This design comes from an exercise in tuning for small area and a short achievable clock period on the open sky130 flow, not from production work. The RTL was checked by simulation tests, not by an equivalence proof against the original design.

## flow/run.sh

```bash
#!/bin/bash
# synth_recipe.tcl (not shown) runs the flow's synth.tcl, then flattens the netlist and writes it again
# the make line also repeats each setting of config.mk as NAME=value (left out here)
make -C /OpenROAD-flow-scripts/flow DESIGN_CONFIG=/design/flow/config.mk WORK_HOME=/design/flow/orfs CLKGATE_MAP_FILE= SYNTH_SCRIPT=/design/flow/synth_recipe.tcl finish
```

## flow/config.mk

```make
export PLATFORM = sky130hd
export DESIGN_NAME = DCT
export DESIGN_NICKNAME = DCT
export VERILOG_FILES = /design/flow/design.v
export SDC_FILE = /design/flow/constraint.sdc
export NUM_CORES = 4
export LEC_CHECK = 0
export CAP_MARGIN = 20
export CORE_MARGIN = 2
export CORE_UTILIZATION = 40
export SLEW_MARGIN = 20
```

## flow/constraint.sdc

```tcl
create_clock -name core_clock -period 4.5 [get_ports {clk}]
set_input_delay 0.9000 -clock core_clock [delete_from_list [all_inputs] [get_ports {clk}]]
set_output_delay 0.9000 -clock core_clock [all_outputs]
set_load 0.01 [all_outputs]
```

## flow/design.v

```verilog
module DCT(clk,rst_n,ena,done,
			data_in0,data_in1,data_in2,data_in3,data_in4,data_in5,data_in6,data_in7,
			data_out0,data_out1,data_out2,data_out3,data_out4,data_out5,data_out6,data_out7);
parameter DATA_IN_WIDTH = 8;
parameter DATA_IN_SIGNED_WIDTH = DATA_IN_WIDTH + 1'b1;
parameter FACTOR_WIDTH = 4;
parameter FACTOR_SIGNED_WIDTH = FACTOR_WIDTH + 1'b1;
parameter TEMP_MULTIPLY_SIGNED_WIDTH = 17;  
parameter TEMP_ADDER_SIGNED_WIDTH = 18;
parameter DATA_OUT_SIGNED_WIDTH = 19;
input clk,rst_n,ena;
input signed [DATA_IN_SIGNED_WIDTH - 1:0] data_in0,data_in1,data_in2,data_in3,data_in4,data_in5,data_in6,data_in7;
output signed [DATA_OUT_SIGNED_WIDTH - 1:0] data_out0,data_out1,data_out2,data_out3,data_out4,data_out5,data_out6,data_out7;
output done;
reg signed [DATA_OUT_SIGNED_WIDTH - 1:0] data_out0,data_out1,data_out2,data_out3,data_out4,data_out5,data_out6,data_out7;
reg signed [DATA_OUT_SIGNED_WIDTH - 1:0] data_out_reg0,data_out_reg1,data_out_reg2,data_out_reg3,
			 data_out_reg4,data_out_reg5,data_out_reg6,data_out_reg7;
reg done;
reg done_pre;
reg signed [DATA_IN_SIGNED_WIDTH :0] M0,M1,M2,M3,P0,P1,P2,P3;
reg signed [DATA_IN_SIGNED_WIDTH :0] M0_reg1,M1_reg1,M2_reg1,M3_reg1,P0_reg1,P1_reg1,P2_reg1,P3_reg1;
reg signed [DATA_IN_SIGNED_WIDTH :0] M0_reg2,M1_reg2,M2_reg2,M3_reg2,P0_reg2,P1_reg2,P2_reg2,P3_reg2;
reg signed [DATA_IN_SIGNED_WIDTH + 1:0] M03,M12,P03,P12;
reg signed [DATA_IN_SIGNED_WIDTH + 1:0] M03_reg1,M12_reg1,P03_reg1,P12_reg1;
reg signed [DATA_IN_SIGNED_WIDTH + 2:0] M4,P4;
reg signed [TEMP_MULTIPLY_SIGNED_WIDTH - 1:0] tempMultiply[21:0];
reg signed [TEMP_ADDER_SIGNED_WIDTH - 1:0] tempAdder[11:0];
reg pipe0;
reg pipe1;
reg pipe2;
reg pipe3;
reg pipe4;
localparam signed [FACTOR_SIGNED_WIDTH - 1:0]	C1 = 4'd15,
				C2 = 4'd14,
				C3 = 4'd13,
				C4 = 4'd11,
				C5 = 4'd9,
				C6 = 4'd6,
				C7 = 4'd3;
  always@(posedge clk or negedge rst_n)
    begin
	   if(!rst_n)
		  begin
			 pipe0 <= 0;
		    M0 <= 10'b0;
			 M1 <= 10'b0;
			 M2 <= 10'b0;
			 M3 <= 10'b0;
			 P0 <= 10'b0;
			 P1 <= 10'b0;
			 P2 <= 10'b0;
			 P3 <= 10'b0;
			 M0_reg1 <= 10'b0;
			 M1_reg1 <= 10'b0;
			 M2_reg1 <= 10'b0;
			 M3_reg1 <= 10'b0;
			 P0_reg1 <= 10'b0;
			 P1_reg1 <= 10'b0;
			 P2_reg1 <= 10'b0;
			 P3_reg1 <= 10'b0;
			 M0_reg2 <= 10'b0;
			 M1_reg2 <= 10'b0;
			 M2_reg2 <= 10'b0;
			 M3_reg2 <= 10'b0;
			 P0_reg2 <= 10'b0;
			 P1_reg2 <= 10'b0;
			 P2_reg2 <= 10'b0;
			 P3_reg2 <= 10'b0;
		  end
		else
		  begin
		    pipe0 <= ena;
		    if(pipe1)
			   begin
				M0 <= M0_reg2;
				M1 <= M1_reg2;
				M2 <= M2_reg2;
				M3 <= M3_reg2;
				P0 <= P0_reg2;
				P1 <= P1_reg2;
				P2 <= P2_reg2;
				P3 <= P3_reg2;
				end
		    if(pipe0)
			   begin
				M0_reg2 <= M0_reg1;
				M1_reg2 <= M1_reg1;
				M2_reg2 <= M2_reg1;
				M3_reg2 <= M3_reg1;
				P0_reg2 <= P0_reg1;
				P1_reg2 <= P1_reg1;
				P2_reg2 <= P2_reg1;
				P3_reg2 <= P3_reg1;
				end
		    if(ena)
			   begin
				M0_reg1 <= data_in0 - data_in7;
				M1_reg1 <= data_in1 - data_in6;
				M2_reg1 <= data_in2 - data_in5;
				M3_reg1 <= data_in3 - data_in4;
				P0_reg1 <= data_in0 + data_in7;
				P1_reg1 <= data_in1 + data_in6;
				P2_reg1 <= data_in2 + data_in5;
				P3_reg1 <= data_in3 + data_in4;
				end
		  end
	 end
  always@(posedge clk or negedge rst_n)
    begin
	   if(!rst_n)
		  begin
		    M03 <= 11'b0;
			 M12 <= 11'b0;
			 P03 <= 11'b0;
			 P12 <= 11'b0;
			 pipe1 <= 0;
			 M03_reg1 <= 11'b0;
			 M12_reg1 <= 11'b0;
			 P03_reg1 <= 11'b0;
			 P12_reg1 <= 11'b0;
		  end
		else
		  begin
		    pipe1 <= pipe0;
		    if(pipe1)
			   begin
				M03 <= M03_reg1;
				M12 <= M12_reg1;
				P03 <= P03_reg1;
				P12 <= P12_reg1;
				end
		    if(pipe0)
			   begin
				M03_reg1 <= P0_reg1 - P3_reg1;
				M12_reg1 <= P1_reg1 - P2_reg1;
				P03_reg1 <= P0_reg1 + P3_reg1;
				P12_reg1 <= P1_reg1 + P2_reg1;
				end
		  end
	 end
  always@(posedge clk or negedge rst_n)
    begin
	   if(!rst_n)
		  begin
		    M4 <= 12'b0;
			 P4 <= 12'b0;
			 pipe2 <= 0;
		  end
		else
		  begin
		    pipe2 <= pipe1;
		    if(pipe1)
			   begin
				  M4 <= P03_reg1 - P12_reg1;
				  P4 <= P03_reg1 + P12_reg1;
				end
		  end
	 end
always@(posedge clk or negedge rst_n)
  begin
    if(!rst_n)
	   begin
		 tempMultiply[0]  <= 18'b0;
		 tempMultiply[1]  <= 18'b0;
		 tempMultiply[2]  <= 18'b0;
		 tempMultiply[3]  <= 18'b0;
		 tempMultiply[4]  <= 18'b0;
		 tempMultiply[5]  <= 18'b0;
		 tempMultiply[6]  <= 18'b0;
		 tempMultiply[7]  <= 18'b0;
		 tempMultiply[8]  <= 18'b0;
		 tempMultiply[9]  <= 18'b0;
		 tempMultiply[10]  <= 18'b0;
		 tempMultiply[11]  <= 18'b0;
		 tempMultiply[12]  <= 18'b0;
		 tempMultiply[13]  <= 18'b0;
		 tempMultiply[14]  <= 18'b0;
		 tempMultiply[15]  <= 18'b0;
		 tempMultiply[16]  <= 18'b0;
		 tempMultiply[17]  <= 18'b0;
		 tempMultiply[18]  <= 18'b0;
		 tempMultiply[19]  <= 18'b0;
		 tempMultiply[20]  <= 18'b0;
		 tempMultiply[21]  <= 18'b0;
		 pipe3 <= 0;
      end
    else
		begin
		 pipe3 <= pipe2;
		 if(pipe2)
		   begin
			 tempMultiply[0]  <= P4*C4;
			 tempMultiply[1]  <= M0*C1;
			 tempMultiply[2]  <= M1*C3;
			 tempMultiply[3]  <= M2*C5;
			 tempMultiply[4]  <= M3*C7;
			 tempMultiply[5]  <= M03*C2;
			 tempMultiply[6]  <= M12*C6;
			 tempMultiply[7]  <= M0*C3;
			 tempMultiply[8]  <= M1*C7;
			 tempMultiply[9]  <= M2*C1;
			 tempMultiply[10]  <= M3*C5;
			 tempMultiply[11]  <= M4*C4;
			 tempMultiply[12]  <= M0*C5;
			 tempMultiply[13]  <= M1*C1;
			 tempMultiply[14]  <= M2*C7;
			 tempMultiply[15]  <= M3*C3;
			 tempMultiply[16]  <= M03*C6;
			 tempMultiply[17]  <= M12*C2;
			 tempMultiply[18]  <= M0*C7;
			 tempMultiply[19]  <= M1*C5;
			 tempMultiply[20]  <= M2*C3;
			 tempMultiply[21]  <= M3*C1;
			end
	  end		  
  end
always@(posedge clk or negedge rst_n)
  begin
    if(!rst_n)
	   begin
			tempAdder[0]  <= 17'b0;
			tempAdder[1]  <= 17'b0;
			tempAdder[2]  <= 17'b0;
			tempAdder[3]  <= 17'b0;
			tempAdder[4]  <= 17'b0;
			tempAdder[5]  <= 17'b0;
			tempAdder[6]  <= 17'b0;
			tempAdder[7]  <= 17'b0;
			tempAdder[8]  <= 17'b0;
			tempAdder[9]  <= 17'b0;
			tempAdder[10]  <= 17'b0;
			tempAdder[11]  <= 17'b0;
			pipe4 <= 0;
      end
    else
		begin
		 pipe4 <= pipe3;
		 if(pipe3)
		   begin
				tempAdder[0]  <= tempMultiply[0];
				tempAdder[1]  <= tempMultiply[1] + tempMultiply[2];
				tempAdder[2]  <= tempMultiply[3] + tempMultiply[4];
				tempAdder[3]  <= tempMultiply[5] + tempMultiply[6];
				tempAdder[4]  <= tempMultiply[7] - tempMultiply[8];
				tempAdder[5]  <= tempMultiply[9] + tempMultiply[10];
				tempAdder[6]  <= tempMultiply[11];
				tempAdder[7]  <= tempMultiply[12] - tempMultiply[13];
				tempAdder[8]  <= tempMultiply[14] + tempMultiply[15];
				tempAdder[9]  <= tempMultiply[16] - tempMultiply[17];
				tempAdder[10]  <= tempMultiply[18] - tempMultiply[19];
				tempAdder[11]  <= tempMultiply[20] - tempMultiply[21];
			end
	  end		  
  end
always@(posedge clk or negedge rst_n)
  begin
    if(!rst_n)
	   begin
			 data_out_reg0 <= 18'b0;
			 data_out_reg1 <= 18'b0;
			 data_out_reg2 <= 18'b0;
			 data_out_reg3 <= 18'b0;
			 data_out_reg4 <= 18'b0;
			 data_out_reg5 <= 18'b0;
			 data_out_reg6 <= 18'b0;
			 data_out_reg7 <= 18'b0;
			 done_pre <= 0;
      end
    else
		begin
		 done_pre <= pipe4;
		 if(pipe4)
		   begin
			 data_out_reg0  <= tempAdder[0];
			 data_out_reg1  <= tempAdder[1] + tempAdder[2];
			 data_out_reg2  <= tempAdder[3];
			 data_out_reg3  <= tempAdder[4] - tempAdder[5];
			 data_out_reg4  <= tempAdder[6];
			 data_out_reg5  <= tempAdder[7] + tempAdder[8];
			 data_out_reg6  <= tempAdder[9];
			 data_out_reg7  <= tempAdder[10] + tempAdder[11];
			end
	  end		  
  end
always@(posedge clk or negedge rst_n)
  begin
    if(!rst_n)
	   begin
		  data_out0 <= 18'b0;
		  data_out1 <= 18'b0;
		  data_out2 <= 18'b0;
		  data_out3 <= 18'b0;
		  data_out4 <= 18'b0;
		  data_out5 <= 18'b0;
		  data_out6 <= 18'b0;
		  data_out7 <= 18'b0;
		  done <= 0;
      end
    else
	  begin
	    done <= done_pre;
	    if(done_pre)
		   begin
			 data_out0 <= data_out_reg0;
			 data_out1 <= data_out_reg1;
			 data_out2 <= data_out_reg2;
			 data_out3 <= data_out_reg3;
			 data_out4 <= data_out_reg4;
			 data_out5 <= data_out_reg5;
			 data_out6 <= data_out_reg6;
			 data_out7 <= data_out_reg7;
			end
	  end		  
  end
endmodule 
```

==> flow_metrics.tcl <==
set metrics [dict create \
    place.gp.congestion 0.889 \
    slew_viol_final 0 \
    core_area_sq_mm 0.169 \
    rsz0062_at_grt "no" \
    worstPathArrival_ps 4650 \
    grt_max_degree 154 \
    fill_cells 15900 \
    path_clk_slew_ps 60 \
    ios 228 \
    area_delta_synth_final_pct 13.5 \
    syn_area_sq_mm 0.0678 \
    hold_viol_final 0 \
    synth_cell_types 77 \
    critPathTopFamily "adder cells" \
    seq_area_frac_synth 0.380 \
    finalSetupViolCount 0 \
    avgSynthCellArea_sq_um 10.2 \
    async_flop_share 1.00 \
    fmax_mhz 247 \
    drtIter0Drc 3237 \
    reg2reg_from "M1[1]$_DFFE_PN0P_" \
    cp_cell_sequence "ha_1 > xor2_1 > ha_1 > inv_1 > fa_1 > inv_1 > ha_1 > a21oi_1 > a21o_1 > a31oi_1 > or4_1 > a31oi_1 > xnor3_1 > mux2_2" \
    synth_edf_count 0 \
    num_vias 48600 \
    wl_per_cell_um 20.1 \
    drt-total-wl_um 184000 \
    cts_setup_buffers 0 \
    rr_worst_depth 14 \
    grt_usage 0.213 \
    clock-root-buffer "clkbuf_16" \
    drive_gt1_frac 0.132 \
    cp-end-kind "flip-flop" \
    numCtsBuffers 116 \
    cts-resized-gates 0 \
    cp.required_ps 5100 \
    skew_ps 70.3 \
    critPathMaxFanout 6 \
    cts_tree "built" \
    clk_path_buf_depth 3 \
    ys_seq_elements 1029 \
    place_area_sq_mm 0.0728 \
    cts_hold_buffers 0 \
    avgViaCountPerCell 5.31 \
    path_class "reg -> reg" \
    maxCapViolCount 0 \
    tightest_slew_ps 1120 \
    port_buffers 225 \
    nets 7812 \
    grt_overflow 0 \
    setup-tns-final_ps 0 \
    crit_path_frequent_cell "ha_1" \
    yosysWarningCount 3 \
    fin_area_sq_mm 0.0770 \
    rr_endpoint "tempMultiply[13][13]$_DFFE_PN0P_" \
    cp-start-kind "flip-flop" \
    die_h_um 416 \
    rows 151 \
    slew_headroom 0.249 \
    h-tree-depth 3 \
    ant_nets 0 \
    clk-insertion-delay-late_ps 780 \
    dpl_worst_slack_ps 496 \
    cpMaxStageDelayCell "fa_1" \
    hold_class "in -> async" \
    period_minus_slack_ps 4050 \
    grt_pass1_vias 48200 \
    antenna_found_initial 18 \
    layout_setup_ws_ps 448 \
    fp.dieArea_sq_mm 0.173 \
    start_util 0.402 \
    drc 0 \
    ff2ff_setup_slack_ps 450 \
    synthFlopType "dfrtp_1" \
    grt_pass1_wl_um 290000 \
    dr.pass1.iters 5 \
    syn_inst 6634 \
    max_stage_delay_ps 510 \
    cts_sinks 1029 \
    post-dp-hpwl_um 146000 \
    worst-path-buf-inv 2 \
    die_x_um 416 \
    fin_crit_sh 0.900 \
    status "no timing/DRC/antenna violations" \
]
state kept, by name, summed over array words and instances (netlist names), 18 cells and up:
signal / cells
tempMultiply: 299
tempAdder: 202
data_out1: 19
data_out_reg1: 19
data_out3: 18
data_out5: 18
data_out7: 18
data_out_reg3: 18
data_out_reg5: 18
data_out_reg7: 18
layout by cell type, fill, tap and decap left out, types with 24 or more instances in the layout:
| cell type | Yosys | final |
|---|---|---|
| fa_1 | 185 | 185 |
| nor2_1 | 407 | 407 |
| ha_1 | 712 | 712 |
| clkdlybuf4s50_1 | 0 | 223 |
| dfrtp_1 | 1029 | 1023 |
| o31ai_1 | 84 | 84 |
| nand2b_1 | 69 | 69 |
| or3_1 | 46 | 46 |
| mux2_2 | 577 | 577 |
| xnor2_1 | 338 | 338 |
| a21oi_1 | 370 | 370 |
| o21bai_1 | 35 | 35 |
| nor3_1 | 137 | 137 |
| inv_1 | 687 | 685 |
| nand2_1 | 359 | 359 |
| nand3_1 | 59 | 59 |
| mux2i_1 | 46 | 46 |
| a31oi_1 | 77 | 77 |
| a211oi_1 | 57 | 56 |
| nand3b_1 | 25 | 25 |
| a31o_2 | 29 | 29 |
| xor2_1 | 99 | 99 |
| o21a_1 | 104 | 104 |
| a21o_1 | 96 | 96 |
| clkbuf_16 | 0 | 116 |
| buf_4 | 13 | 52 |
| o21ai_0 | 374 | 374 |
| and3_1 | 27 | 27 |
| o211ai_1 | 24 | 24 |
| nor2b_1 | 109 | 109 |
worst max-delay path by stage:
stage	startpoint	endpoint	slack [ps]	cells past startpoint
3_5_place_dp	M2[2]$_DFFE_PN0P_	tempMultiply[9][13]$_DFFE_PN0P_	500	14
6_report	M1[1]$_DFFE_PN0P_	tempMultiply[13][13]$_DFFE_PN0P_	450	14
3_3_place_gp	M2[2]$_DFFE_PN0P_	tempMultiply[9][13]$_DFFE_PN0P_	530	14
4_1_cts	M1[1]$_DFFE_PN0P_	tempMultiply[13][13]$_DFFE_PN0P_	420	14
2_1_floorplan	M1[3]$_DFFE_PN0P_	tempMultiply[13][13]$_DFFE_PN0P_	750	13
5_1_grt	M1[1]$_DFFE_PN0P_	tempMultiply[13][13]$_DFFE_PN0P_	160	14
metal layers:
metal,track usage,routed length [um],share of wire
met5,0,13,0.000071
met2,0.333,81500,0.44
met3,0.0222,7500,0.041
met1,0.316,90800,0.49
met4,0.0465,4010,0.022
logic make-up (layout without fill, tap and decap cells):
family / count (synthesis) / after routing / synth area share
buffers and inverters: 899 / 1204 / 0.0505
and+or+nand+nor: 1340 / 1340 / 0.0936
other: 1 / 9 / 0.0000553
xor gates and xnor gates: 439 / 439 / 0.0571
AOI/OAI and AO/OA: 1405 / 1405 / 0.131
adders and majority gates: 897 / 897 / 0.186
muxes: 624 / 624 / 0.103
DFF: 1029 / 1029 / 0.380
stage by stage:
| step | hold WS (ps) | instances | utilization |
|---|---|---|---|
| after floorplan | 352 | 6635 | - |
| after global placement | 465 | 8940 | 0.431 |
| after detailed placement | 473 | 8940 | 0.431 |
| after CTS | 233 | 9158 | 0.456 |
| after global routing | 268 | 9158 | 0.456 |
| final | 257 | 9165 | 0.456 |
Yosys cell counts (all sizes together), types with 18 or more instances:
cell type / instances / area share
dfrtp: 1029 / 0.38
ha: 712 / 0.13
inv: 692 / 0.038
mux2: 578 / 0.096
nor2: 407 / 0.023
o21ai: 374 / 0.028
a21oi: 370 / 0.027
nand2: 359 / 0.020
xnor2: 338 / 0.044
fa: 185 / 0.055
clkbuf: 163 / 0.0091
nor3: 137 / 0.010
nor2b: 109 / 0.010
o21a: 104 / 0.012
xor2: 99 / 0.013
a21o: 96 / 0.011
o31ai: 84 / 0.0093
a31oi: 78 / 0.0073
nand2b: 69 / 0.0064
nand3: 59 / 0.0044
a211oi: 57 / 0.0063
mux2i: 46 / 0.0068
or3: 46 / 0.0042
buf: 40 / 0.0030
o21bai: 35 / 0.0039
a31o: 29 / 0.0037
and3: 27 / 0.0025
nand3b: 25 / 0.0028
o211ai: 24 / 0.0027
a2111oi: 18 / 0.0024
nand4: 18 / 0.0017
cell type report:
| cell class | count | area, sq um | share of cell area |
|---|---|---|---|
| well taps | 2218 | 2780 | 0.0360 |
| inverters | 696 | 2610 | 0.0339 |
| flip-flops and latches | 1029 | 25800 | 0.335 |
| multi-input cells | 4707 | 38700 | 0.502 |
| clock buffers | 155 | 3280 | 0.0426 |
| repair buffers | 290 | 2920 | 0.0379 |
| diodes | 7 | 17.5 | 0.000227 |
| clock inverters | 63 | 952 | 0.0124 |

==> re-timing with driven ports <==
In the flow no input, the clock included, has a driving cell. The finished layout below was timed again as built, in two steps.
Step 1: set_driving_cell puts a clkbuf_16 on clk and a buf_2 on each other input, an assumption about the parent block.
Step 2 adds t to the input delays and takes it off the output delays; t is the mean of the earliest and latest rising clock arrival at the registers after step 1. Input paths then give back, and output paths get back, about the clock's delay inside the block.
Three values: no drivers, after step 1, after step 2; two values: the first two.
shift t [ns]: 0.823
slack for setup (ns): 0.448 / 0.448 / 0.448
worst hold slack (ns): 0.257 / 0.224 / 0.481
worst setup path after step 2: register to register
pins driven straight from the clock port: 1
After both steps setup and hold are still met in this run. For this run, drivers alone change the setup slack by 0.000 ns; drivers and shift together by 0.000 ns.
